This design comes from an exercise in tuning for small area, a short achievable clock period and few clock cycles per item on the open sky130 flow, not from production work. At most, simulation tests tie the RTL to the original design; equivalence was not proved. No functional check of the RTL was part of run 2.

==> flow/design.v, too long to show whole: its modules and the start of the top module <==
// module krnl_ro_rtl_counter: 57 lines
// module krnl_ro_rtl_fifo: 43 lines
// module krnl_ro_rtl_multiply: 1611 lines
// module krnl_ro_rtl_axi_read_master: 190 lines
// module krnl_ro_rtl_axi_write_master: 190 lines
// module krnl_ro_rtl_control_s_axi: 225 lines
// module krnl_ro_rtl_int: 330 lines
// module krnl_ro_rtl: 137 lines
module krnl_ro_rtl #( 
  parameter integer  C_S_AXI_CONTROL_DATA_WIDTH = 32,
  parameter integer  C_S_AXI_CONTROL_ADDR_WIDTH = 7,
  parameter integer  C_M_AXI_GMEM_ID_WIDTH = 2,
  parameter integer  C_M_AXI_GMEM_ADDR_WIDTH = 64,
  parameter integer  C_M_AXI_GMEM_DATA_WIDTH = 32
)
(
  input  wire  ap_clk,
  input  wire  ap_rst_n,
  output wire                                 m_axi_gmem_AWVALID,
  input  wire                                 m_axi_gmem_AWREADY,
  output wire [C_M_AXI_GMEM_ADDR_WIDTH-1:0]   m_axi_gmem_AWADDR,
  output wire [C_M_AXI_GMEM_ID_WIDTH - 1:0]   m_axi_gmem_AWID,
  output wire [7:0]                           m_axi_gmem_AWLEN,
  output wire [2:0]                           m_axi_gmem_AWSIZE,
  output wire [1:0]                           m_axi_gmem_AWBURST,
  output wire [1:0]                           m_axi_gmem_AWLOCK,
  output wire [3:0]                           m_axi_gmem_AWCACHE,
  output wire [2:0]                           m_axi_gmem_AWPROT,
  output wire [3:0]                           m_axi_gmem_AWQOS,
  output wire [3:0]                           m_axi_gmem_AWREGION,
  output wire                                 m_axi_gmem_WVALID,
  input  wire                                 m_axi_gmem_WREADY,
  output wire [C_M_AXI_GMEM_DATA_WIDTH-1:0]   m_axi_gmem_WDATA,
  output wire [C_M_AXI_GMEM_DATA_WIDTH/8-1:0] m_axi_gmem_WSTRB,
  output wire                                 m_axi_gmem_WLAST,
  // ...
==> flow/flow/run.sh <==
#!/bin/bash
# The standard layout, with repair_timing asked to leave setup slack
# SETUP_SLACK_MARGIN ns at the design's clock period, so that the layout
# is timed for a shorter period than the one it is checked at. The SDC and
# every other step are the standard flow's own.
set -euo pipefail
bash standard.sh SETUP_SLACK_MARGIN=14 finish > flow_make.log 2>&1
==> flow/standard.sh <==
#!/bin/bash
# synth_recipe.tcl (not shown) runs the flow's synth.tcl, then flattens the netlist and writes it again
# the make line also repeats each setting of config.mk as NAME=value (left out here)
make -C /OpenROAD-flow-scripts/flow DESIGN_CONFIG=/design/flow/config.mk WORK_HOME=/design/flow/orfs CLKGATE_MAP_FILE= SYNTH_SCRIPT=/design/flow/synth_recipe.tcl "${@:-finish}"
==> flow/config.mk <==
export PLATFORM = sky130hd
export DESIGN_NAME = krnl_ro_rtl
export DESIGN_NICKNAME = krnl_ro_rtl
export VERILOG_FILES = /design/flow/design.v
export SDC_FILE = /design/flow/constraint.sdc
export NUM_CORES = 4
export LEC_CHECK = 0
export ABC_AREA = 1
export CAP_MARGIN = 30
export CORE_MARGIN = 2
export CORE_UTILIZATION = 60
export SLEW_MARGIN = 20
==> flow/constraint.sdc <==
create_clock -name core_clock -period 20.0 [get_ports {ap_clk}]
set_input_delay 4.0000 -clock core_clock [delete_from_list [all_inputs] [get_ports {ap_clk}]]
set_output_delay 4.0000 -clock core_clock [all_outputs]
set_load 0.01 [all_outputs]
==> impl_metrics.tcl, run 1 <==
set metrics [dict create \
    overflow 0 \
    cp_cell_sequence "clkinvlp_4, buf_12, clkbuf_16, o22ai_1, xor2_1, ha_1, fa_1, fa_1, fa_1, inv_1, fa_1, inv_1, fa_2, ha_4, nand2_4, nor3_4, nor3b_2, o21ai_1, nand2_1, nand2_2, nand3_2, o21ai_0" \
    synth_fa_ha_area_frac 0.0975 \
    min_path_type "flip-flop to flip-flop" \
    cpLargestDelayFamily "adder cells" \
    clk_pin_slew_ps 60 \
    die_area_um2 86200 \
    status "timing/DRC/antenna clean" \
    synth_top_family_by_area "compound AO/OA/AOI/OAI gates" \
    yosys_warnings 2 \
    rsz0062_at_grt "yes" \
    gr-usage-all-layers 0.401 \
    vias 46654 \
    dp_slack_ps 13000 \
    yosysMostFrequentCell "nand2_1" \
    use_met1 0.494 \
    holdWs_ps 449 \
    slew_headroom 0.202 \
    placedCellCount 7290 \
    synth_compound_area_frac 0.182 \
    taps 1080 \
    synth_xor_area_frac 0.0680 \
    syn_to_final_growth_pct 18.9 \
    seq_cells 833 \
    sh_seq_area 0.332 \
    r2r_end "inst_krnl_ro_rtl_int.wdata_r[29]" \
    wl_per_cell_um 23.8 \
    synth_cell_types 58 \
    top_register "inst_krnl_ro_rtl_int.wq" \
    grt_max_degree 140 \
]
Testbench counts, summed over its fixed seeds: cycles 18,687, items 5,627.
==> module krnl_ro_rtl_control_s_axi, before the edit <==
module krnl_ro_rtl_control_s_axi #(
  parameter integer C_S_AXI_ADDR_WIDTH = 7,
  parameter integer C_S_AXI_DATA_WIDTH = 32
)(
  input  wire                            ACLK,
  input  wire                            ARESET,       
  input  wire                            ARESET_NEXT,  
  input  wire [C_S_AXI_ADDR_WIDTH-1:0]   AWADDR,
  input  wire                            AWVALID,
  output wire                            AWREADY,
  input  wire [C_S_AXI_DATA_WIDTH-1:0]   WDATA,
  input  wire [C_S_AXI_DATA_WIDTH/8-1:0] WSTRB,
  input  wire                            WVALID,
  output wire                            WREADY,
  output wire [1:0]                      BRESP,
  output wire                            BVALID,
  input  wire                            BREADY,
  input  wire [C_S_AXI_ADDR_WIDTH-1:0]   ARADDR,
  input  wire                            ARVALID,
  output wire                            ARREADY,
  output wire [C_S_AXI_DATA_WIDTH-1:0]   RDATA,
  output wire [1:0]                      RRESP,
  output wire                            RVALID,
  input  wire                            RREADY,
  output wire                            interrupt,
  output wire                            ap_start_pulse,  
  input  wire                            ap_done,         
  output wire [63:0]                     a,
  output wire [63:0]                     b,
  output wire [63:0]                     c,
  output wire [31:0]                     length_r,
  output wire [63:0]                     ro_in
);
localparam [6:0]
  ADDR_AP_CTRL       = 7'h00,
  ADDR_GIE           = 7'h04,
  ADDR_IER           = 7'h08,
  ADDR_ISR           = 7'h0c,
  ADDR_A_DATA_0      = 7'h10,
  ADDR_A_DATA_1      = 7'h14,
  ADDR_B_DATA_0      = 7'h1c,
  ADDR_B_DATA_1      = 7'h20,
  ADDR_D_DATA_0      = 7'h28,
  ADDR_D_DATA_1      = 7'h2c,
  ADDR_C_DATA_0      = 7'h34,
  ADDR_C_DATA_1      = 7'h38,
  ADDR_LENGTH_R      = 7'h40,
  ADDR_RO_IN_DATA_0  = 7'h48,
  ADDR_RO_IN_DATA_1  = 7'h4c,
  ADDR_RO_OUT_DATA_0 = 7'h54,
  ADDR_RO_OUT_DATA_1 = 7'h58;
reg        w_idle;       
reg        awready_r;    
reg        wready_r;     
reg        bvalid_r;     
reg  [6:0] waddr;
wire aw_hs = AWVALID & awready_r;
wire w_hs  = WVALID & wready_r;
wire w_idle_next = ARESET | (w_idle & ~AWVALID) | (bvalid_r & BREADY);
always @(posedge ACLK) begin
  if (ARESET) begin
    w_idle   <= 1'b1;
    wready_r <= 1'b0;
    bvalid_r <= 1'b0;
  end
  else begin
    w_idle   <= w_idle_next;
    wready_r <= aw_hs | (wready_r & ~WVALID);
    bvalid_r <= w_hs | (bvalid_r & ~BREADY);
  end
  awready_r <= ~ARESET_NEXT & w_idle_next;
  if (aw_hs) waddr <= AWADDR;
end
assign AWREADY = awready_r;
assign WREADY  = wready_r;
assign BVALID  = bvalid_r;
assign BRESP   = 2'b00;
reg         int_ap_start;
reg         int_ap_done;
reg         int_ap_idle;
reg         int_auto_restart;
reg         int_gie;
reg  [1:0]  int_ier;
reg  [1:0]  int_isr;
reg         int_irq;
reg         start_pulse;
reg  [63:0] int_a, int_b, int_c, int_d, int_ro_in, int_ro_out;
reg  [31:0] int_length_r;
wire wr_ctrl = w_hs && waddr == ADDR_AP_CTRL && WSTRB[0];
wire wr_gie  = w_hs && waddr == ADDR_GIE     && WSTRB[0];
wire wr_ier  = w_hs && waddr == ADDR_IER     && WSTRB[0];
wire wr_isr  = w_hs && waddr == ADDR_ISR     && WSTRB[0];
wire set_start = wr_ctrl && WDATA[0] && !int_ap_start;
reg        r_idle;     
reg        arready_r;  
reg        r_sel;      
reg        rvalid_r;
reg  [6:0] raddr;
reg  [31:0] rdata_r;
wire rd_ctrl = r_sel && raddr == ADDR_AP_CTRL;
wire       gie_next = wr_gie ? WDATA[0] : int_gie;
wire [1:0] isr_next;
assign isr_next[0] = (int_ier[0] & ap_done) ? 1'b1 :
                     wr_isr ? int_isr[0] ^ WDATA[0] : int_isr[0];
assign isr_next[1] = (int_ier[1] & ap_done) ? 1'b1 :
                     wr_isr ? int_isr[1] ^ WDATA[1] : int_isr[1];
always @(posedge ACLK) begin
  if (ARESET) begin
    int_ap_start     <= 1'b0;
    int_ap_done      <= 1'b0;
    int_ap_idle      <= 1'b1;
    int_auto_restart <= 1'b0;
    int_gie          <= 1'b0;
    int_ier          <= 2'b0;
    int_isr          <= 2'b0;
    int_irq          <= 1'b0;
    start_pulse      <= 1'b0;
  end
  else begin
    if (wr_ctrl && WDATA[0])
      int_ap_start <= 1'b1;
    else if (ap_done)
      int_ap_start <= int_auto_restart;
    if (ap_done)
      int_ap_done <= 1'b1;
    else if (rd_ctrl)
      int_ap_done <= 1'b0;
    if (ap_done)
      int_ap_idle <= 1'b1;
    else if (set_start)
      int_ap_idle <= 1'b0;
    if (wr_ctrl)
      int_auto_restart <= WDATA[7];
    int_gie     <= gie_next;
    if (wr_ier)
      int_ier <= WDATA[1:0];
    int_isr     <= isr_next;
    int_irq     <= gie_next & (|isr_next);
    start_pulse <= set_start;
  end
end
function automatic [31:0] wmerge(input [31:0] old, input [31:0] d, input [3:0] s);
  wmerge = { s[3] ? d[31:24] : old[31:24], s[2] ? d[23:16] : old[23:16],
             s[1] ? d[15:8]  : old[15:8],  s[0] ? d[7:0]   : old[7:0] };
endfunction
always @(posedge ACLK) begin
  if (ARESET) begin
    int_a        <= 64'b0;
    int_b        <= 64'b0;
    int_c        <= 64'b0;
    int_d        <= 64'b0;
    int_ro_in    <= 64'b0;
    int_ro_out   <= 64'b0;
    int_length_r <= 32'b0;
  end
  else if (w_hs) begin
    case (waddr)
      ADDR_A_DATA_0:      int_a[31:0]       <= wmerge(int_a[31:0],       WDATA, WSTRB);
      ADDR_A_DATA_1:      int_a[63:32]      <= wmerge(int_a[63:32],      WDATA, WSTRB);
      ADDR_B_DATA_0:      int_b[31:0]       <= wmerge(int_b[31:0],       WDATA, WSTRB);
      ADDR_B_DATA_1:      int_b[63:32]      <= wmerge(int_b[63:32],      WDATA, WSTRB);
      ADDR_C_DATA_0:      int_c[31:0]       <= wmerge(int_c[31:0],       WDATA, WSTRB);
      ADDR_C_DATA_1:      int_c[63:32]      <= wmerge(int_c[63:32],      WDATA, WSTRB);
      ADDR_D_DATA_0:      int_d[31:0]       <= wmerge(int_d[31:0],       WDATA, WSTRB);
      ADDR_D_DATA_1:      int_d[63:32]      <= wmerge(int_d[63:32],      WDATA, WSTRB);
      ADDR_LENGTH_R:      int_length_r      <= wmerge(int_length_r,      WDATA, WSTRB);
      ADDR_RO_IN_DATA_0:  int_ro_in[31:0]   <= wmerge(int_ro_in[31:0],   WDATA, WSTRB);
      ADDR_RO_IN_DATA_1:  int_ro_in[63:32]  <= wmerge(int_ro_in[63:32],  WDATA, WSTRB);
      ADDR_RO_OUT_DATA_0: int_ro_out[31:0]  <= wmerge(int_ro_out[31:0],  WDATA, WSTRB);
      ADDR_RO_OUT_DATA_1: int_ro_out[63:32] <= wmerge(int_ro_out[63:32], WDATA, WSTRB);
      default: ;
    endcase
  end
end
assign interrupt      = int_irq;
assign ap_start_pulse = start_pulse;
assign a              = int_a;
assign b              = int_b;
assign c              = int_c;
assign length_r       = int_length_r;
assign ro_in          = int_ro_in;
wire ar_hs = ARVALID & arready_r;
wire r_idle_next = ARESET | (r_idle & ~ARVALID) | (rvalid_r & RREADY);
always @(posedge ACLK) begin
  if (ARESET) begin
    r_idle   <= 1'b1;
    r_sel    <= 1'b0;
    rvalid_r <= 1'b0;
  end
  else begin
    r_idle   <= r_idle_next;
    r_sel    <= ar_hs;
    rvalid_r <= r_sel | (rvalid_r & ~RREADY);
  end
  arready_r <= ~ARESET_NEXT & r_idle_next;
  if (ar_hs) raddr <= ARADDR;
  if (r_sel) begin
    case (raddr)
      ADDR_AP_CTRL:       rdata_r <= {24'b0, int_auto_restart, 3'b0, ap_done,
                                      int_ap_idle, int_ap_done, int_ap_start};
      ADDR_GIE:           rdata_r <= {31'b0, int_gie};
      ADDR_IER:           rdata_r <= {30'b0, int_ier};
      ADDR_ISR:           rdata_r <= {30'b0, int_isr};
      ADDR_A_DATA_0:      rdata_r <= int_a[31:0];
      ADDR_A_DATA_1:      rdata_r <= int_a[63:32];
      ADDR_B_DATA_0:      rdata_r <= int_b[31:0];
      ADDR_B_DATA_1:      rdata_r <= int_b[63:32];
      ADDR_C_DATA_0:      rdata_r <= int_c[31:0];
      ADDR_C_DATA_1:      rdata_r <= int_c[63:32];
      ADDR_D_DATA_0:      rdata_r <= int_d[31:0];
      ADDR_D_DATA_1:      rdata_r <= int_d[63:32];
      ADDR_LENGTH_R:      rdata_r <= int_length_r;
      ADDR_RO_IN_DATA_0:  rdata_r <= int_ro_in[31:0];
      ADDR_RO_IN_DATA_1:  rdata_r <= int_ro_in[63:32];
      ADDR_RO_OUT_DATA_0: rdata_r <= int_ro_out[31:0];
      ADDR_RO_OUT_DATA_1: rdata_r <= int_ro_out[63:32];
      default:            rdata_r <= 32'b0;
    endcase
  end
end
assign ARREADY = arready_r;
assign RVALID  = rvalid_r;
assign RDATA   = rdata_r;
assign RRESP   = 2'b00;
endmodule
==> module krnl_ro_rtl_int, before the edit <==
module krnl_ro_rtl_int #( 
  parameter integer  C_S_AXI_CONTROL_DATA_WIDTH = 32,
  parameter integer  C_S_AXI_CONTROL_ADDR_WIDTH = 7,
  parameter integer  C_M_AXI_GMEM_ID_WIDTH = 1,
  parameter integer  C_M_AXI_GMEM_ADDR_WIDTH = 64,
  parameter integer  C_M_AXI_GMEM_DATA_WIDTH = 32
)
(
  input  wire  ap_clk,
  input  wire  ap_rst_n,
  output wire                                 m_axi_gmem_AWVALID,
  input  wire                                 m_axi_gmem_AWREADY,
  output wire [C_M_AXI_GMEM_ADDR_WIDTH-1:0]   m_axi_gmem_AWADDR,
  output wire [C_M_AXI_GMEM_ID_WIDTH - 1:0]   m_axi_gmem_AWID,
  output wire [7:0]                           m_axi_gmem_AWLEN,
  output wire [2:0]                           m_axi_gmem_AWSIZE,
  output wire [1:0]                           m_axi_gmem_AWBURST,
  output wire [1:0]                           m_axi_gmem_AWLOCK,
  output wire [3:0]                           m_axi_gmem_AWCACHE,
  output wire [2:0]                           m_axi_gmem_AWPROT,
  output wire [3:0]                           m_axi_gmem_AWQOS,
  output wire [3:0]                           m_axi_gmem_AWREGION,
  output wire                                 m_axi_gmem_WVALID,
  input  wire                                 m_axi_gmem_WREADY,
  output wire [C_M_AXI_GMEM_DATA_WIDTH-1:0]   m_axi_gmem_WDATA,
  output wire [C_M_AXI_GMEM_DATA_WIDTH/8-1:0] m_axi_gmem_WSTRB,
  output wire                                 m_axi_gmem_WLAST,
  output wire                                 m_axi_gmem_ARVALID,
  input  wire                                 m_axi_gmem_ARREADY,
  output wire [C_M_AXI_GMEM_ADDR_WIDTH-1:0]   m_axi_gmem_ARADDR,
  output wire [C_M_AXI_GMEM_ID_WIDTH-1:0]     m_axi_gmem_ARID,
  output wire [7:0]                           m_axi_gmem_ARLEN,
  output wire [2:0]                           m_axi_gmem_ARSIZE,
  output wire [1:0]                           m_axi_gmem_ARBURST,
  output wire [1:0]                           m_axi_gmem_ARLOCK,
  output wire [3:0]                           m_axi_gmem_ARCACHE,
  output wire [2:0]                           m_axi_gmem_ARPROT,
  output wire [3:0]                           m_axi_gmem_ARQOS,
  output wire [3:0]                           m_axi_gmem_ARREGION,
  input  wire                                 m_axi_gmem_RVALID,
  output wire                                 m_axi_gmem_RREADY,
  input  wire [C_M_AXI_GMEM_DATA_WIDTH - 1:0] m_axi_gmem_RDATA,
  input  wire                                 m_axi_gmem_RLAST,
  input  wire [C_M_AXI_GMEM_ID_WIDTH - 1:0]   m_axi_gmem_RID,
  input  wire [1:0]                           m_axi_gmem_RRESP,
  input  wire                                 m_axi_gmem_BVALID,
  output wire                                 m_axi_gmem_BREADY,
  input  wire [1:0]                           m_axi_gmem_BRESP,
  input  wire [C_M_AXI_GMEM_ID_WIDTH - 1:0]   m_axi_gmem_BID,
  input  wire                                    s_axi_control_AWVALID,
  output wire                                    s_axi_control_AWREADY,
  input  wire [C_S_AXI_CONTROL_ADDR_WIDTH-1:0]   s_axi_control_AWADDR,
  input  wire                                    s_axi_control_WVALID,
  output wire                                    s_axi_control_WREADY,
  input  wire [C_S_AXI_CONTROL_DATA_WIDTH-1:0]   s_axi_control_WDATA,
  input  wire [C_S_AXI_CONTROL_DATA_WIDTH/8-1:0] s_axi_control_WSTRB,
  input  wire                                    s_axi_control_ARVALID,
  output wire                                    s_axi_control_ARREADY,
  input  wire [C_S_AXI_CONTROL_ADDR_WIDTH-1:0]   s_axi_control_ARADDR,
  output wire                                    s_axi_control_RVALID,
  input  wire                                    s_axi_control_RREADY,
  output wire [C_S_AXI_CONTROL_DATA_WIDTH-1:0]   s_axi_control_RDATA,
  output wire [1:0]                              s_axi_control_RRESP,
  output wire                                    s_axi_control_BVALID,
  input  wire                                    s_axi_control_BREADY,
  output wire [1:0]                              s_axi_control_BRESP,
  output wire                                    interrupt 
);
localparam integer LP_RD_BURST_LEN = 2;    
localparam integer LP_LOG_RD_BURST = 1;
localparam integer LP_WQ_DEPTH     = 2;    
localparam integer LP_LEN_W        = 13;   
logic        areset;
logic        start;
logic        done;
logic [63:0] a, b, c, ro_in;
logic [31:0] length_r;
wire  [LP_LEN_W-1:0] len = length_r[LP_LEN_W-1:0];
always @(posedge ap_clk) begin
  areset <= ~ap_rst_n;
end
krnl_ro_rtl_control_s_axi #(
  .C_S_AXI_ADDR_WIDTH ( C_S_AXI_CONTROL_ADDR_WIDTH ),
  .C_S_AXI_DATA_WIDTH ( C_S_AXI_CONTROL_DATA_WIDTH )
)
inst_krnl_ro_control_s_axi (
  .ACLK           ( ap_clk                ),
  .ARESET         ( areset                ),
  .ARESET_NEXT    ( ~ap_rst_n             ),
  .AWADDR         ( s_axi_control_AWADDR  ),
  .AWVALID        ( s_axi_control_AWVALID ),
  .AWREADY        ( s_axi_control_AWREADY ),
  .WDATA          ( s_axi_control_WDATA   ),
  .WSTRB          ( s_axi_control_WSTRB   ),
  .WVALID         ( s_axi_control_WVALID  ),
  .WREADY         ( s_axi_control_WREADY  ),
  .BRESP          ( s_axi_control_BRESP   ),
  .BVALID         ( s_axi_control_BVALID  ),
  .BREADY         ( s_axi_control_BREADY  ),
  .ARADDR         ( s_axi_control_ARADDR  ),
  .ARVALID        ( s_axi_control_ARVALID ),
  .ARREADY        ( s_axi_control_ARREADY ),
  .RDATA          ( s_axi_control_RDATA   ),
  .RRESP          ( s_axi_control_RRESP   ),
  .RVALID         ( s_axi_control_RVALID  ),
  .RREADY         ( s_axi_control_RREADY  ),
  .interrupt      ( interrupt             ),
  .ap_start_pulse ( start                 ),
  .ap_done        ( done                  ),
  .a              ( a                     ),
  .b              ( b                     ),
  .c              ( c                     ),
  .length_r       ( length_r              ),
  .ro_in          ( ro_in                 )
);
assign m_axi_gmem_AWID     = {C_M_AXI_GMEM_ID_WIDTH{1'b0}};
assign m_axi_gmem_AWSIZE   = 3'd2;
assign m_axi_gmem_AWBURST  = 2'b01;
assign m_axi_gmem_AWLOCK   = 2'b00;
assign m_axi_gmem_AWCACHE  = 4'b0011;
assign m_axi_gmem_AWPROT   = 3'b000;
assign m_axi_gmem_AWQOS    = 4'b0000;
assign m_axi_gmem_AWREGION = 4'b0000;
assign m_axi_gmem_ARSIZE   = 3'd2;
assign m_axi_gmem_ARBURST  = 2'b01;
assign m_axi_gmem_ARLOCK   = 2'b00;
assign m_axi_gmem_ARCACHE  = 4'b0011;
assign m_axi_gmem_ARPROT   = 3'b000;
assign m_axi_gmem_ARQOS    = 4'b0000;
assign m_axi_gmem_ARREGION = 4'b0000;
assign m_axi_gmem_WSTRB    = {C_M_AXI_GMEM_DATA_WIDTH/8{1'b1}};
assign m_axi_gmem_BREADY   = 1'b1;
logic                arvalid_r;
logic                awvalid_r;
logic [63:2]         axaddr_r;
logic [7:0]          axlen_r;
logic [1:0]          axid_r;
logic                ax_more;   
logic [1:0]          ax_sel;    
logic [LP_LEN_W-2:0] ax_off;    
logic [LP_LEN_W-1:0] ax_rem;    
wire                ax_hs    = (arvalid_r & m_axi_gmem_ARREADY) | (awvalid_r & m_axi_gmem_AWREADY);
wire                ax_load  = start | (ax_hs & ax_more);
wire [LP_LEN_W-1:0] ax_rem_c = start ? len : ax_rem;
wire                ax_wr    = (ax_sel == 2'd3);
wire                rd_last  = (ax_rem_c <= LP_RD_BURST_LEN);
wire                wr_last  = (ax_rem_c <= 13'd256);
logic [63:0]        ax_base;
always_comb begin
  case (ax_sel)
    2'd0:    ax_base = ro_in;
    2'd1:    ax_base = a;
    2'd2:    ax_base = b;
    default: ax_base = c;
  endcase
end
always @(posedge ap_clk) begin
  if (areset) begin
    arvalid_r <= 1'b0;
    awvalid_r <= 1'b0;
    ax_more   <= 1'b0;
    ax_sel    <= 2'd0;
    ax_off    <= '0;
  end
  else begin
    if (ax_load) begin
      arvalid_r <= ~ax_wr;
      awvalid_r <= ax_wr;
    end
    else if (ax_hs) begin
      arvalid_r <= 1'b0;
      awvalid_r <= 1'b0;
    end
    if (ax_load) begin
      ax_more <= ~(ax_wr & wr_last);
      ax_rem  <= ax_rem_c;
      if (ax_wr) begin
        ax_sel <= wr_last ? 2'd0 : 2'd3;
        ax_off <= wr_last ? '0 : ax_off + 12'd256;
        ax_rem <= ax_rem_c - 13'd256;
      end
      else if (ax_sel == 2'd2) begin
        ax_sel <= rd_last ? 2'd3 : 2'd0;
        ax_off <= rd_last ? '0 : ax_off + LP_RD_BURST_LEN;
        ax_rem <= rd_last ? len : ax_rem_c - LP_RD_BURST_LEN;
      end
      else begin
        ax_sel <= ax_sel + 1'b1;
      end
    end
  end
  if (ax_load) begin
    axaddr_r <= ax_base[63:2] + {50'b0, ax_off};
    axlen_r  <= ax_wr ? (wr_last ? ax_rem_c[7:0] - 1'b1 : 8'hFF)
                      : (rd_last ? {7'b0, ax_rem_c[LP_LOG_RD_BURST-1:0] - 1'b1} : LP_RD_BURST_LEN - 1);
    axid_r   <= ax_sel;
  end
end
assign m_axi_gmem_ARVALID = arvalid_r;
assign m_axi_gmem_ARADDR  = {axaddr_r, 2'b00};
assign m_axi_gmem_ARLEN   = axlen_r;
assign m_axi_gmem_ARID    = axid_r;
assign m_axi_gmem_AWVALID = awvalid_r;
assign m_axi_gmem_AWADDR  = {axaddr_r, 2'b00};
assign m_axi_gmem_AWLEN   = axlen_r;
logic        rready_r;
logic        r_x, r_y, r_z;    
logic [15:0] r_neg, r_one, r_two;
logic [31:0] slot0, slot1;
logic [1:0]  q_n;
logic [31:0] prod;
logic [31:0] r_raw;
wire  [32:0] rdx = {m_axi_gmem_RDATA, 1'b0};
wire         r_in = m_axi_gmem_RVALID & rready_r;
always @(posedge ap_clk) begin
  for (int j = 0; j < 16; j++) begin
    r_neg[j] <= rdx[2*j+2];
    r_one[j] <= rdx[2*j+1] ^ rdx[2*j];
    r_two[j] <= (rdx[2*j+2] & ~rdx[2*j+1] & ~rdx[2*j]) | (~rdx[2*j+2] & rdx[2*j+1] & rdx[2*j]);
  end
  if (areset) begin
    r_x <= 1'b0;
    r_y <= 1'b0;
    r_z <= 1'b0;
  end
  else begin
    r_x <= r_in & (m_axi_gmem_RID == 2'd0);
    r_y <= r_in & (m_axi_gmem_RID == 2'd1);
    r_z <= r_in & (m_axi_gmem_RID == 2'd2);
  end
end
always_comb begin
  for (int j = 0; j < 16; j++) begin
    r_raw[2*j+1] = r_neg[j];
    r_raw[2*j]   = r_one[j] ^ ((j > 0) ? r_neg[(j > 0) ? j-1 : 0] : 1'b0);
  end
end
krnl_ro_rtl_multiply inst_mul (
  .a    ( slot0 ),
  .bneg ( r_neg ),
  .bone ( r_one ),
  .btwo ( r_two ),
  .p    ( prod  )
);
always @(posedge ap_clk) begin
  if (areset | start)
    q_n <= 2'd0;
  else
    q_n <= q_n + r_x - r_z;
  if (r_x && q_n == 2'd0)
    slot0 <= r_raw;
  else if (r_y && q_n == 2'd1)
    slot0 <= prod;
  else if ((r_y || r_z) && q_n == 2'd2)
    slot0 <= slot1;
  if (r_x && q_n == 2'd1)
    slot1 <= r_raw;
  else if (r_y && q_n == 2'd2)
    slot1 <= prod;
end
wire                 res_v = r_z;
logic [LP_LEN_W-1:0] w_rem;
logic [7:0]          w_cnt;
wire                 res_l = (w_rem == 1) | (w_cnt == 8'hFF);
always @(posedge ap_clk) begin
  if (start) begin
    w_rem <= len;
    w_cnt <= '0;
  end
  else if (res_v) begin
    w_rem <= w_rem - 1'b1;
    w_cnt <= w_cnt + 1'b1;
  end
end
localparam integer LP_WQ_AW = (LP_WQ_DEPTH > 1) ? $clog2(LP_WQ_DEPTH) : 1;
logic                  wvalid_r;
logic [31:0]           wdata_r;
logic                  wlast_r;
logic [32:0]           wq [LP_WQ_DEPTH];
logic [LP_WQ_AW-1:0]   wq_wp, wq_rp;
logic [LP_WQ_AW:0]     wq_n;
wire w_take    = ~wvalid_r | m_axi_gmem_WREADY;
wire wq_empty  = (wq_n == 0);
wire wq_pop    = w_take & ~wq_empty;
wire res_to_w  = w_take & wq_empty & res_v;
wire wq_push   = res_v & ~res_to_w;
wire [LP_WQ_AW:0] wq_n_next = wq_n + wq_push - wq_pop;
wire wvalid_next = w_take ? (~wq_empty | res_v) : 1'b1;
wire in_z        = m_axi_gmem_RVALID & rready_r & (m_axi_gmem_RID == 2'd2);
always @(posedge ap_clk) begin
  if (areset) begin
    wvalid_r <= 1'b0;
    wq_n     <= '0;
    wq_wp    <= '0;
    wq_rp    <= '0;
    rready_r <= 1'b0;
  end
  else begin
    wvalid_r <= wvalid_next;
    wq_n     <= wq_n_next;
    if (wq_push) wq_wp <= (wq_wp == LP_WQ_DEPTH-1) ? '0 : wq_wp + 1'b1;
    if (wq_pop)  wq_rp <= (wq_rp == LP_WQ_DEPTH-1) ? '0 : wq_rp + 1'b1;
    rready_r <= ({1'b0, wq_n_next} + wvalid_next + in_z) <= LP_WQ_DEPTH;
  end
  if (res_v) wq[wq_wp] <= {res_l, prod};
  if (wq_pop)
    {wlast_r, wdata_r} <= wq[wq_rp];
  else if (res_to_w)
    {wlast_r, wdata_r} <= {res_l, prod};
end
assign m_axi_gmem_RREADY = rready_r;
assign m_axi_gmem_WVALID = wvalid_r;
assign m_axi_gmem_WDATA  = wdata_r;
assign m_axi_gmem_WLAST  = wlast_r;
logic       busy;
logic [4:0] b_left;
assign done = busy & m_axi_gmem_BVALID & (b_left == 5'd1);
always @(posedge ap_clk) begin
  if (areset)
    busy <= 1'b0;
  else if (start)
    busy <= 1'b1;
  else if (done)
    busy <= 1'b0;
  if (start)
    b_left <= (len + 13'd255) >> 8;
  else if (m_axi_gmem_BVALID)
    b_left <= b_left - 1'b1;
end
endmodule
==> run 2, diff against run 1 <==
--- a/flow/design.v
+++ b/flow/design.v
@@ -104,17 +104,18 @@
 endmodule
 `default_nettype wire
 `default_nettype none
 module krnl_ro_rtl_multiply (
   input  wire [31:0] a,
   input  wire [15:0] bneg,   
   input  wire [15:0] bone,   
   input  wire [15:0] btwo,   
-  output wire [31:0] p
+  output wire [31:0] s,    
+  output wire [31:0] c
 );
   wire neg0;
   wire one0;
   wire two0;
   wire pp0_0;
   wire pp0_1;
   wire pp0_2;
   wire pp0_3;
@@ -1706,19 +1707,18 @@
   assign s236 = s206 ^ c173 ^ c205;
   assign c236 = (s206 & c173) | (s206 & c205) | (c173 & c205);
   assign s237 = s207 ^ c175 ^ c206;
   assign c237 = (s207 & c175) | (s207 & c206) | (c175 & c206);
   assign s238 = s208 ^ c177 ^ c207;
   assign c238 = (s208 & c177) | (s208 & c207) | (c177 & c207);
   assign s239 = s209 ^ c179 ^ c208;
   assign c239 = (s209 & c179) | (s209 & c208) | (c179 & c208);
-  wire [31:0] r0 = {s239, s238, s237, s236, s235, s234, s233, s232, s231, s230, s229, s228, s227, s226, s225, s224, s223, s222, s221, s220, s219, s218, s217, s216, s215, s214, s213, s212, s211, s210, pp0_1, pp0_0};
-  wire [31:0] r1 = {c238, c237, c236, c235, c234, c233, c232, c231, c230, c229, c228, c227, c226, c225, c224, c223, c222, c221, c220, c219, c218, c217, c216, c215, c214, c213, c212, c211, c210, neg1, 1'b0, neg0};
-  assign p = r0 + r1;
+  assign s = {s239, s238, s237, s236, s235, s234, s233, s232, s231, s230, s229, s228, s227, s226, s225, s224, s223, s222, s221, s220, s219, s218, s217, s216, s215, s214, s213, s212, s211, s210, pp0_1, pp0_0};
+  assign c = {c238, c237, c236, c235, c234, c233, c232, c231, c230, c229, c228, c227, c226, c225, c224, c223, c222, c221, c220, c219, c218, c217, c216, c215, c214, c213, c212, c211, c210, neg1, 1'b0, neg0};
 endmodule
 `default_nettype wire
 `default_nettype none
 module krnl_ro_rtl_axi_read_master #( 
   parameter integer C_ID_WIDTH         = 2,    
   parameter integer C_ADDR_WIDTH       = 64,
   parameter integer C_DATA_WIDTH       = 32,
   parameter integer C_NUM_CHANNELS     = 4,    
@@ -2241,41 +2241,52 @@
     int_irq     <= gie_next & (|isr_next);
     start_pulse <= set_start;
   end
 end
 function automatic [31:0] wmerge(input [31:0] old, input [31:0] d, input [3:0] s);
   wmerge = { s[3] ? d[31:24] : old[31:24], s[2] ? d[23:16] : old[23:16],
              s[1] ? d[15:8]  : old[15:8],  s[0] ? d[7:0]   : old[7:0] };
 endfunction
+reg        wr_arg;
+reg [31:0] wr_data;
+reg [3:0]  wr_strb;
+always @(posedge ACLK) begin
+  wr_data <= WDATA;
+  wr_strb <= WSTRB;
+  if (ARESET)
+    wr_arg <= 1'b0;
+  else
+    wr_arg <= w_hs;
+end
 always @(posedge ACLK) begin
   if (ARESET) begin
     int_a        <= 64'b0;
     int_b        <= 64'b0;
     int_c        <= 64'b0;
     int_d        <= 64'b0;
     int_ro_in    <= 64'b0;
     int_ro_out   <= 64'b0;
     int_length_r <= 32'b0;
   end
-  else if (w_hs) begin
+  else if (wr_arg) begin
     case (waddr)
-      ADDR_A_DATA_0:      int_a[31:0]       <= wmerge(int_a[31:0],       WDATA, WSTRB);
-      ADDR_A_DATA_1:      int_a[63:32]      <= wmerge(int_a[63:32],      WDATA, WSTRB);
-      ADDR_B_DATA_0:      int_b[31:0]       <= wmerge(int_b[31:0],       WDATA, WSTRB);
-      ADDR_B_DATA_1:      int_b[63:32]      <= wmerge(int_b[63:32],      WDATA, WSTRB);
-      ADDR_C_DATA_0:      int_c[31:0]       <= wmerge(int_c[31:0],       WDATA, WSTRB);
-      ADDR_C_DATA_1:      int_c[63:32]      <= wmerge(int_c[63:32],      WDATA, WSTRB);
-      ADDR_D_DATA_0:      int_d[31:0]       <= wmerge(int_d[31:0],       WDATA, WSTRB);
-      ADDR_D_DATA_1:      int_d[63:32]      <= wmerge(int_d[63:32],      WDATA, WSTRB);
-      ADDR_LENGTH_R:      int_length_r      <= wmerge(int_length_r,      WDATA, WSTRB);
-      ADDR_RO_IN_DATA_0:  int_ro_in[31:0]   <= wmerge(int_ro_in[31:0],   WDATA, WSTRB);
-      ADDR_RO_IN_DATA_1:  int_ro_in[63:32]  <= wmerge(int_ro_in[63:32],  WDATA, WSTRB);
-      ADDR_RO_OUT_DATA_0: int_ro_out[31:0]  <= wmerge(int_ro_out[31:0],  WDATA, WSTRB);
-      ADDR_RO_OUT_DATA_1: int_ro_out[63:32] <= wmerge(int_ro_out[63:32], WDATA, WSTRB);
+      ADDR_A_DATA_0:      int_a[31:0]       <= wmerge(int_a[31:0],       wr_data, wr_strb);
+      ADDR_A_DATA_1:      int_a[63:32]      <= wmerge(int_a[63:32],      wr_data, wr_strb);
+      ADDR_B_DATA_0:      int_b[31:0]       <= wmerge(int_b[31:0],       wr_data, wr_strb);
+      ADDR_B_DATA_1:      int_b[63:32]      <= wmerge(int_b[63:32],      wr_data, wr_strb);
+      ADDR_C_DATA_0:      int_c[31:0]       <= wmerge(int_c[31:0],       wr_data, wr_strb);
+      ADDR_C_DATA_1:      int_c[63:32]      <= wmerge(int_c[63:32],      wr_data, wr_strb);
+      ADDR_D_DATA_0:      int_d[31:0]       <= wmerge(int_d[31:0],       wr_data, wr_strb);
+      ADDR_D_DATA_1:      int_d[63:32]      <= wmerge(int_d[63:32],      wr_data, wr_strb);
+      ADDR_LENGTH_R:      int_length_r      <= wmerge(int_length_r,      wr_data, wr_strb);
+      ADDR_RO_IN_DATA_0:  int_ro_in[31:0]   <= wmerge(int_ro_in[31:0],   wr_data, wr_strb);
+      ADDR_RO_IN_DATA_1:  int_ro_in[63:32]  <= wmerge(int_ro_in[63:32],  wr_data, wr_strb);
+      ADDR_RO_OUT_DATA_0: int_ro_out[31:0]  <= wmerge(int_ro_out[31:0],  wr_data, wr_strb);
+      ADDR_RO_OUT_DATA_1: int_ro_out[63:32] <= wmerge(int_ro_out[63:32], wr_data, wr_strb);
       default: ;
     endcase
   end
 end
 assign interrupt      = int_irq;
 assign ap_start_pulse = start_pulse;
 assign a              = int_a;
 assign b              = int_b;
@@ -2532,69 +2543,84 @@
 assign m_axi_gmem_ARLEN   = axlen_r;
 assign m_axi_gmem_ARID    = axid_r;
 assign m_axi_gmem_AWVALID = awvalid_r;
 assign m_axi_gmem_AWADDR  = {axaddr_r, 2'b00};
 assign m_axi_gmem_AWLEN   = axlen_r;
 logic        rready_r;
 logic        r_x, r_y, r_z;    
 logic [15:0] r_neg, r_one, r_two;
+logic        m_y, m_z;         
+logic [31:0] m_s, m_c;
+logic        last_x;           
 logic [31:0] slot0, slot1;
 logic [1:0]  q_n;
-logic [31:0] prod;
 logic [31:0] r_raw;
-wire  [32:0] rdx = {m_axi_gmem_RDATA, 1'b0};
+logic [31:0] mul_s, mul_c;
+wire  [32:0] rdx  = {m_axi_gmem_RDATA, 1'b0};
 wire         r_in = m_axi_gmem_RVALID & rready_r;
 always @(posedge ap_clk) begin
   for (int j = 0; j < 16; j++) begin
     r_neg[j] <= rdx[2*j+2];
     r_one[j] <= rdx[2*j+1] ^ rdx[2*j];
     r_two[j] <= (rdx[2*j+2] & ~rdx[2*j+1] & ~rdx[2*j]) | (~rdx[2*j+2] & rdx[2*j+1] & rdx[2*j]);
   end
   if (areset) begin
-    r_x <= 1'b0;
-    r_y <= 1'b0;
-    r_z <= 1'b0;
+    r_x    <= 1'b0;
+    r_y    <= 1'b0;
+    r_z    <= 1'b0;
+    m_y    <= 1'b0;
+    m_z    <= 1'b0;
+    last_x <= 1'b0;
   end
   else begin
     r_x <= r_in & (m_axi_gmem_RID == 2'd0);
     r_y <= r_in & (m_axi_gmem_RID == 2'd1);
     r_z <= r_in & (m_axi_gmem_RID == 2'd2);
+    m_y <= r_y;
+    m_z <= r_z;
+    if (r_in) last_x <= (m_axi_gmem_RID == 2'd0);
   end
+  m_s <= mul_s;
+  m_c <= mul_c;
 end
 always_comb begin
   for (int j = 0; j < 16; j++) begin
     r_raw[2*j+1] = r_neg[j];
     r_raw[2*j]   = r_one[j] ^ ((j > 0) ? r_neg[(j > 0) ? j-1 : 0] : 1'b0);
   end
 end
 krnl_ro_rtl_multiply inst_mul (
   .a    ( slot0 ),
   .bneg ( r_neg ),
   .bone ( r_one ),
   .btwo ( r_two ),
-  .p    ( prod  )
+  .s    ( mul_s ),
+  .c    ( mul_c )
 );
+wire [31:0] prod = m_s + m_c;
+wire       q_pop  = r_y | r_z;
+wire [1:0] q_left = q_n - q_pop;
 always @(posedge ap_clk) begin
   if (areset | start)
     q_n <= 2'd0;
   else
-    q_n <= q_n + r_x - r_z;
-  if (r_x && q_n == 2'd0)
+    q_n <= q_left + (r_x | m_y);
+  if (r_x && q_left == 2'd0)
     slot0 <= r_raw;
-  else if (r_y && q_n == 2'd1)
+  else if (m_y && q_left == 2'd0)
     slot0 <= prod;
-  else if ((r_y || r_z) && q_n == 2'd2)
+  else if (q_pop)
     slot0 <= slot1;
-  if (r_x && q_n == 2'd1)
+  if (r_x && q_left == 2'd1)
     slot1 <= r_raw;
-  else if (r_y && q_n == 2'd2)
+  else if (m_y && q_left == 2'd1)
     slot1 <= prod;
 end
-wire                 res_v = r_z;
+wire                 res_v = m_z;
 logic [LP_LEN_W-1:0] w_rem;
 logic [7:0]          w_cnt;
 wire                 res_l = (w_rem == 1) | (w_cnt == 8'hFF);
 always @(posedge ap_clk) begin
   if (start) begin
     w_rem <= len;
     w_cnt <= '0;
   end
@@ -2612,31 +2638,39 @@
 logic [LP_WQ_AW:0]     wq_n;
 wire w_take    = ~wvalid_r | m_axi_gmem_WREADY;
 wire wq_empty  = (wq_n == 0);
 wire wq_pop    = w_take & ~wq_empty;
 wire res_to_w  = w_take & wq_empty & res_v;
 wire wq_push   = res_v & ~res_to_w;
 wire [LP_WQ_AW:0] wq_n_next = wq_n + wq_push - wq_pop;
 wire wvalid_next = w_take ? (~wq_empty | res_v) : 1'b1;
-wire in_z        = m_axi_gmem_RVALID & rready_r & (m_axi_gmem_RID == 2'd2);
+wire in_z        = r_in & (m_axi_gmem_RID == 2'd2);
+wire in_y_single = r_in & (m_axi_gmem_RID == 2'd1) & m_axi_gmem_RLAST & last_x;
+wire [2:0] held   = wvalid_r + wq_n;
+wire [2:0] held_k = held + m_z + r_z;
+wire       w_pop  = wvalid_r & m_axi_gmem_WREADY;
+wire       rready_next = !in_y_single &&
+                         ((held_k <= LP_WQ_DEPTH - 1) ||
+                          (held_k == LP_WQ_DEPTH     && (!in_z || w_pop)) ||
+                          (held_k == LP_WQ_DEPTH + 1 && !in_z && w_pop));
 always @(posedge ap_clk) begin
   if (areset) begin
     wvalid_r <= 1'b0;
     wq_n     <= '0;
     wq_wp    <= '0;
     wq_rp    <= '0;
     rready_r <= 1'b0;
   end
   else begin
     wvalid_r <= wvalid_next;
     wq_n     <= wq_n_next;
     if (wq_push) wq_wp <= (wq_wp == LP_WQ_DEPTH-1) ? '0 : wq_wp + 1'b1;
     if (wq_pop)  wq_rp <= (wq_rp == LP_WQ_DEPTH-1) ? '0 : wq_rp + 1'b1;
-    rready_r <= ({1'b0, wq_n_next} + wvalid_next + in_z) <= LP_WQ_DEPTH;
+    rready_r <= rready_next;
   end
   if (res_v) wq[wq_wp] <= {res_l, prod};
   if (wq_pop)
     {wlast_r, wdata_r} <= wq[wq_rp];
   else if (res_to_w)
     {wlast_r, wdata_r} <= {res_l, prod};
 end
 assign m_axi_gmem_RREADY = rready_r;
==> flow/flow/run.sh (replaced) <==
#!/bin/bash
# The standard layout with two changes to how it is made:
# - repair_timing is asked to leave SETUP_SLACK_MARGIN ns of setup slack at
#   the design's clock period, so the layout is timed for a shorter period
#   than the one it is checked at (the SDC is the standard flow's own, unchanged);
# - every input and output port still gets a buffer, but a plain buf cell
#   that the resizer may size up, not the delay buffer buffer_ports picks.
set -euo pipefail
bash standard.sh SETUP_SLACK_MARGIN=15.5 \
  "BUFFER_PORTS_ARGS=-buffer_cell sky130_fd_sc_hd__buf_1" finish > flow_make.log 2>&1
==> flow/config.mk (replaced) <==
export PLATFORM = sky130hd
export DESIGN_NAME = krnl_ro_rtl
export DESIGN_NICKNAME = krnl_ro_rtl
export VERILOG_FILES = /design/flow/design.v
export SDC_FILE = /design/flow/constraint.sdc
export NUM_CORES = 4
export LEC_CHECK = 0
export ABC_AREA = 1
export CAP_MARGIN = 30
export CORE_MARGIN = 2
export CORE_UTILIZATION = 40
export SLEW_MARGIN = 20
==> run 2 against run 1 <==
Effect of this change: clock-buffer cell count rose by 9; area after synthesis rose by 6.7%; hold slack got worse by 4.9 ps; sequential cell count rose by 103; non-clock buffer count fell by 30; critical path type is now flip-flop to output port; via count rose by 2.1%; still clean on timing, DRC and antenna; first-iteration DRC count fell by 7.8%; cell area rose by 3.2%.
==> impl_metrics.tcl, run 2 <==
set metrics [dict create \
    fmax_mhz 183 \
    layout_min_cycle_time_ps 5450 \
    clk_path_buf_depth 3 \
    cts_tree "built" \
    worst-path-max-fanout 1 \
    final_util 0.463 \
    die_area_um2 137000 \
    yosysSeqAreaShare 0.407 \
    cts-root-buf "clkbuf_16" \
    drc_errors 0 \
    period_share 0.273 \
    vias 47637 \
    synth_seq_cells 936 \
    setup_violations 0 \
    cts.sinks 936 \
    die_w_um 370 \
    cts_max_level 3 \
    place.gp.congestion 0.947 \
    drv.max_cap_violation_count 0 \
    tightestPinTransition_ps 1020 \
    synth_cell_types 57 \
    drive_above_1_share 0.123 \
    max_stage_delay_ps 530 \
    ys_async_sr_fraction 0 \
    top_register "inst_krnl_ro_rtl_int.wq" \
    final_cell_mix "nand2_1 (1005), inv_1 (865), o21ai_0 (655), dfxtp_1 (590), nor2_1 (565)" \
    nNetsFinal 7275 \
    cp-start-kind "flip-flop" \
    routed_via_density 5.44 \
    numPortBuffers 313 \
    grt_pass1_vias 44627 \
    drt_iter0_drc 5426 \
    rows 134 \
    grt_pass1_wl_um 280000 \
    yosysMostFrequentCell "nand2_1" \
    synth_top_cell_by_area "dfxtp_1" \
    clk_pin_slew_ps 60 \
    place_hpwl_um 133000 \
    core_um2 133000 \
    required_ps 16000 \
    start_util 0.403 \
    tns_ps 0 \
    grt_max_degree 193 \
    overflow 0 \
    finish.instance_area_um2 61700 \
    final_common_cell "nand2_1" \
    fin_skew_ps 82.1 \
    wl_per_cell_um 21.9 \
    arrival_ps 1450 \
    hold_viol 0 \
    ioPinCount 379 \
    critPathKind "flip-flop to output port" \
    status "timing/DRC/antenna clean" \
    slowest_stage "edfxtp_1" \
    clk_latency_ps 770 \
    syn_to_final_growth_pct 15.0 \
    drtAntennaViolNets 0 \
    die-height_um 370 \
    end_kind "output port" \
    crit_buf_inv 1 \
    largest_reg_flops 66 \
    drt_wl_total_um 192000 \
    min_path_type "flip-flop to flip-flop" \
    syn-instance-count 6690 \
    synth_area_leaders "dfxtp_1 (23%), edfxtp_1 (17%), nand2_1 (7.1%)" \
    synth_area_um2 53700 \
    synth_ff_type "dfxtp_1" \
    synthTopCellsByCount "nand2_1 (1016), inv_1 (907), o21ai_0 (680)" \
    cp_cell_sequence "buf_1" \
    avgSynthCellArea_um2 8.02 \
    antenna_found_initial 8 \
    yosys_warnings 2 \
    cts_buffers 102 \
    slew_viol_final 0 \
    gr-usage-all-layers 0.270 \
    dr.pass1.iters 9 \
    synth_top_cell_area_share 0.233 \
    synth-edff-count 312 \
    nFillCells 13026 \
    cpLargestDelayFamily "flip-flops" \
    rsz0062_at_grt "yes" \
    slew_headroom 0.317 \
    placed_area_um2 55700 \
]
## run 2: changes by cell type in the layout (fill, tap and decap cells not counted), sizes merged, moves of 62 or more
cell,before,now
inv,846,908
nand3,199,306
clkdlybuf4s50,311,0
dfxtp,521,624
nand2,876,1038
nor2,503,623
buf,212,307
o21ai,635,706
clkbuf,124,318
## run 2: cell families after synthesis
| logic type | after synthesis | synth area share |
|---|---|---|
| and+or+nand+nor | 2082 | 0.164 |
| AOI/OAI and AO/OA | 1589 | 0.162 |
| buffers and inverters | 1418 | 0.111 |
| DFF | 936 | 0.407 |
| xor gates and xnor gates | 356 | 0.0581 |
| adders and majority gates | 280 | 0.0918 |
| muxes | 27 | 0.00550 |
| other | 2 | 0.000140 |
## run 2: repair_timing
action / in CTS / in global routing
pin swaps: 23 / 34
endpoints found under the hold margin: 0 / 0
gates resized for setup: 187 / 289
hold buffers: 0 / 0
setup endpoints to repair: 407 / 352
buffers inserted: 62 / 39
cloned: 24 / 3
## run 2: layout make-up
cell class / count / area, um2 / share of cell area
Antenna cell: 5 / 12.5 / 0.000203
Clock buffer: 129 / 2780 / 0.0450
Clock inverter: 65 / 816 / 0.0132
Inverter: 947 / 3730 / 0.0605
Multi-Input combinational cell: 4394 / 26600 / 0.431
Sequential cell: 936 / 21900 / 0.355
Tap cell: 1768 / 2210 / 0.0358
Timing Repair Buffer: 500 / 3610 / 0.0585
Timing Repair inverter: 11 / 55.1 / 0.000892
## run 2: final timing paths
check	from	endpoint	slack [ps]	depth (start not counted)
max	flip-flop	s_axi_control_RDATA[3]	14550	1
max reg2reg	inst_krnl_ro_rtl_int.slot0[21]	inst_krnl_ro_rtl_int.m_s[31]	15480	21
min	flip-flop	flip-flop	440	2
min reg2reg	flip-flop	flip-flop	440	2
## run 2: metal layers
layer / part of all wire / vias up / wire length [um] / track usage
met5: 0.00013 / - / 25 / 0
met4: 0.043 / 4 / 8330 / 0.107
met3: 0.096 / 440 / 18400 / 0.0478
met2: 0.44 / 2386 / 84900 / 0.418
met1: 0.42 / 22565 / 80100 / 0.373
li1: - / 22242 / - / -
## run 2: stage by stage
stage / setup WS, ps / instances / hold slack, ps
after floorplan: 14060 / 6747 / 329
after global placement: 14300 / 8421 / 433
after detailed placement: 14230 / 8424 / 437
after CTS: 14520 / 8704 / 447
after global routing: 14500 / 8752 / 467
final: 14550 / 8755 / 444
==> run 3, diff against run 2 <==
--- a/flow/design.v
+++ b/flow/design.v
@@ -2480,10 +2480,9 @@
 logic                ax_more;   
 logic [1:0]          ax_sel;    
 logic [LP_LEN_W-2:0] ax_off;    
-logic [LP_LEN_W-1:0] ax_rem;    
 wire                ax_hs    = (arvalid_r & m_axi_gmem_ARREADY) | (awvalid_r & m_axi_gmem_AWREADY);
 wire                ax_load  = start | (ax_hs & ax_more);
-wire [LP_LEN_W-1:0] ax_rem_c = start ? len : ax_rem;
+wire [LP_LEN_W-1:0] ax_rem_c = len - {1'b0, ax_off};    
 wire                ax_wr    = (ax_sel == 2'd3);
 wire                rd_last  = (ax_rem_c <= LP_RD_BURST_LEN);
 wire                wr_last  = (ax_rem_c <= 13'd256);
@@ -2515,16 +2514,13 @@
     end
     if (ax_load) begin
       ax_more <= ~(ax_wr & wr_last);
-      ax_rem  <= ax_rem_c;
       if (ax_wr) begin
         ax_sel <= wr_last ? 2'd0 : 2'd3;
         ax_off <= wr_last ? '0 : ax_off + 12'd256;
-        ax_rem <= ax_rem_c - 13'd256;
       end
       else if (ax_sel == 2'd2) begin
         ax_sel <= rd_last ? 2'd3 : 2'd0;
         ax_off <= rd_last ? '0 : ax_off + LP_RD_BURST_LEN;
-        ax_rem <= rd_last ? len : ax_rem_c - LP_RD_BURST_LEN;
       end
       else begin
         ax_sel <= ax_sel + 1'b1;
@@ -2677,20 +2673,20 @@
 assign m_axi_gmem_WVALID = wvalid_r;
 assign m_axi_gmem_WDATA  = wdata_r;
 assign m_axi_gmem_WLAST  = wlast_r;
-logic       busy;
-logic [4:0] b_left;
-assign done = busy & m_axi_gmem_BVALID & (b_left == 5'd1);
+logic       b_last;    
+logic [4:0] b_left;    
+assign done = b_last & m_axi_gmem_BVALID;
 always @(posedge ap_clk) begin
-  if (areset)
-    busy <= 1'b0;
-  else if (start)
-    busy <= 1'b1;
-  else if (done)
-    busy <= 1'b0;
   if (start)
     b_left <= (len + 13'd255) >> 8;
   else if (m_axi_gmem_BVALID)
     b_left <= b_left - 1'b1;
+  if (areset)
+    b_last <= 1'b0;
+  else if (start)
+    b_last <= (len <= 13'd256);
+  else if (m_axi_gmem_BVALID)
+    b_last <= b_last ? 1'b0 : (b_left == 5'd2);
 end
 endmodule
 `default_nettype wire
--- a/flow/config.mk
+++ b/flow/config.mk
@@ -10,3 +10,4 @@
 export CORE_MARGIN = 2
 export CORE_UTILIZATION = 40
 export SLEW_MARGIN = 20
+export TNS_END_PERCENT = 0
==> run 3 against run 2 <==
Effect of this change: still clean; via count is 3.3% lower; cell area decreased by 5.5%; die area decreased by 2.5%; sequential cell count is 13 lower; clock-buffer cell count grew 14; highest routed layer unchanged.
==> impl_metrics.tcl, run 3 <==
set metrics [dict create \
    die_w_um 366 \
    synthTopCellsByCount "inv_1 (915), nand2_1 (744), o21ai_0 (625)" \
    place_hpwl_um 130000 \
    synth_seq_cells 923 \
    synth_top_cell_area_share 0.239 \
    r2r_end "inst_krnl_ro_rtl_int.m_s[31]" \
    vias 46086 \
    wl_per_cell_um 22.5 \
    synth_area_leaders "dfxtp_1 (24%), edfxtp_1 (17%), fa_1 (7.3%)" \
    drv.max_cap_violation_count 0 \
    cp-start-kind "flip-flop" \
    hold_viol 0 \
    final_cell_mix "inv_1 (896), nand2_1 (738), o21ai_0 (625), dfxtp_1 (610), nor2_1 (506)" \
    numPortBuffers 313 \
    finalNonFillerCells 8319 \
    crit_buf_inv 1 \
    start_util 0.404 \
    nFillCells 12755 \
    synth_top_cell_by_area "dfxtp_1" \
    cts.sinks 923 \
    yosys_warnings 2 \
    place.gp.congestion 0.917 \
    layout_min_cycle_time_ps 5420 \
    placedCellCount 8070 \
    grt_pass1_wl_um 273000 \
    cp_cell_sequence "clkbuf_2" \
    final_util 0.450 \
    synth-edff-count 299 \
    status "timing/DRC/antenna clean" \
    setup_violations 0 \
    fmax_mhz 185 \
    hold_depth 2 \
    syn-instance-count 6346 \
    core_um2 130000 \
    slew_headroom 0.280 \
    tightestPinTransition_ps 1070 \
    end_kind "output port" \
    avgSynthCellArea_um2 8.24 \
    grt-busiest-layer "met2" \
    worst-path-max-fanout 2 \
    gr-usage-all-layers 0.273 \
    largest_reg_flops 66 \
    ys_async_sr_fraction 0 \
    drtAntennaViolNets 0 \
    timing.final.ws_setup_ps 14580 \
    dr.pass1.iters 8 \
    clk_pin_slew_ps 70 \
    use_met1 0.384 \
    routed_via_density 5.54 \
    slew_viol_final 0 \
    yosysSeqAreaShare 0.410 \
    max_stage_delay_ps 490 \
    synth_area_um2 52300 \
    top_register "inst_krnl_ro_rtl_int.wq" \
    cts-root-buf "clkbuf_16" \
    period_share 0.271 \
    synth_cell_types 62 \
    syn_to_final_growth_pct 11.6 \
    rsz0062_at_grt "yes" \
    yosysMostFrequentCell "inv_1" \
    overflow 0 \
    slowest_stage "edfxtp_1" \
    ioPinCount 379 \
    nNetsFinal 6872 \
    arrival_ps 1420 \
    clk_latency_ps 750 \
    grt_use_met2 0.413 \
    synth_ff_type "dfxtp_1" \
    dp_slack_ps 13860 \
    antenna_found_initial 15 \
    final_common_cell "inv_1" \
    cts_buffers 104 \
    cts_max_level 3 \
    fin_skew_ps 38.4 \
    critPathKind "flip-flop to output port" \
    rows 132 \
    r2r_cells 23 \
    die-height_um 366 \
    drt_wl_total_um 187000 \
    min_path_type "flip-flop to flip-flop" \
    tns_ps 0 \
    cts_tree "built" \
    die_area_um2 134000 \
    required_ps 16000 \
    drc_errors 0 \
    grt_pass1_vias 42410 \
    clk_path_buf_depth 3 \
    cpLargestDelayFamily "flip-flops" \
    grt_max_degree 204 \
    grtUsageMet3 0.0591 \
    ff2ff_setup_slack_ps 14740 \
    drt_iter0_drc 5381 \
    cts_hold_buf 0 \
    drive_above_1_share 0.0677 \
    rr_startpoint "inst_krnl_ro_rtl_int.r_one[8]" \
]
-- run 3: cell count changes after synthesis, moves of 41 or more --
cell	delta
a21oi_1	+43
nor2_1	-65
nand4_1	+41
o21ai_0	-55
nand2_1	-272
nand3_1	-122
-- run 3: stage by stage --
step,hold slack [ps],area [um2]
after detailed placement,437,54300
after floorplan,329,52600
after global routing,454,58400
after CTS,446,57900
after global placement,433,54200
final,446,58400
-- run 3: worst max-delay path by stage --
stage / from / endpoint / slack (ps) / cells after the start
after global routing: inst_krnl_ro_rtl_int.r_one[8] / inst_krnl_ro_rtl_int.m_s[31] / 14550 / 23
after detailed placement: m_axi_gmem_ARREADY / inst_krnl_ro_rtl_int.ax_off[6] / 13860 / 9
after floorplan: m_axi_gmem_ARREADY / inst_krnl_ro_rtl_int.ax_sel[1] / 13950 / 7
after global placement: m_axi_gmem_ARREADY / inst_krnl_ro_rtl_int.ax_off[3] / 13870 / 9
final: inst_krnl_ro_rtl_int.axaddr_r[44] / m_axi_gmem_AWADDR[44] / 14580 / 1
after CTS: inst_krnl_ro_rtl_int.axaddr_r[33] / m_axi_gmem_ARADDR[33] / 14530 / 1
-- run 3: timing repair --
item,in CTS,in global routing
pin swaps,0,1
cloned,3,2
endpoints found under the setup margin,413,451
setup buffers,9,29
resized for setup,14,39
-- run 3: tightest hold or removal path, cell delays in order (launching register included) --
cell and delay [ps]:
dfxtp_1 310, inv_1 50, a21oi_1 50
-- run 3: routing by layer --
metal | wire length [um] | part of all wire
met4 | 6650 | 0.035
met3 | 20300 | 0.11
met5 | 89 | 0.00047
met2 | 80900 | 0.43
met1 | 79400 | 0.42
-- run 3: cell type report --
type / count / area (um2) / area share
multi-input cells: 4061 / 25200 / 0.432
flip-flops and latches: 923 / 21500 / 0.368
inverters: 955 / 3690 / 0.0632
clock buffers: 143 / 2940 / 0.0504
repair buffers: 432 / 2220 / 0.0381
well taps: 1742 / 2180 / 0.0373
clock inverters: 52 / 559 / 0.00958
repair inverters: 5 / 25.0 / 0.000429
diodes: 6 / 15.0 / 0.000257
-- run 3: cells by family (layout without fill, tap and decap cells) --
family	count (synthesis)	after routing	share of synthesized area
compound gates	1699	1699	0.183
simple gates	1606	1606	0.128
buf+inv	1420	1587	0.113
flops	923	923	0.410
xor+xnor	386	386	0.0646
fa+ha+maj	287	287	0.0960
mux	23	23	0.00488
other cells	2	66	0.000144
Testbench counts of run 3, summed over its fixed seeds: cycles 18,719, items 5,627.

[port drivers added, routing unchanged]
In the flow no input, the clock included, has a driving cell. The finished layouts below were timed again as built, in two steps. Step 1 sets driving cells, clkbuf_16 on the clock port and buf_2 on the other inputs (assumed; they add their load-dependent delay and slew). Step 2 moves the port delays by t, midway between the first and last clock arrival at a register: inputs arrive t later, outputs are due t later. That takes back most of the time a late clock gives input paths. Slacks: ideal / step 1 / step 2; pairs: ideal / step 1.
| run | shift t [ns] | slack for setup (ns) | clock arrival spread, ns | worst slew at a driven data input, ns |
|---|---|---|---|---|
| run 1 | 0.746 | 13.850 / 13.850 / 13.369 | 0.063 / 0.063 | 0.06 |
| run 2 | 0.816 | 14.545 / 14.460 / 14.457 | 0.087 / 0.087 | 0.16 |
| run 3 | 0.806 | 14.581 / 14.507 / 13.955 | 0.052 / 0.052 | 0.16 |
After both steps every run listed still meets setup and hold. The setup slack of run 3, which loses most, moves by -0.074 ns with the drivers and by -0.626 ns with both steps.
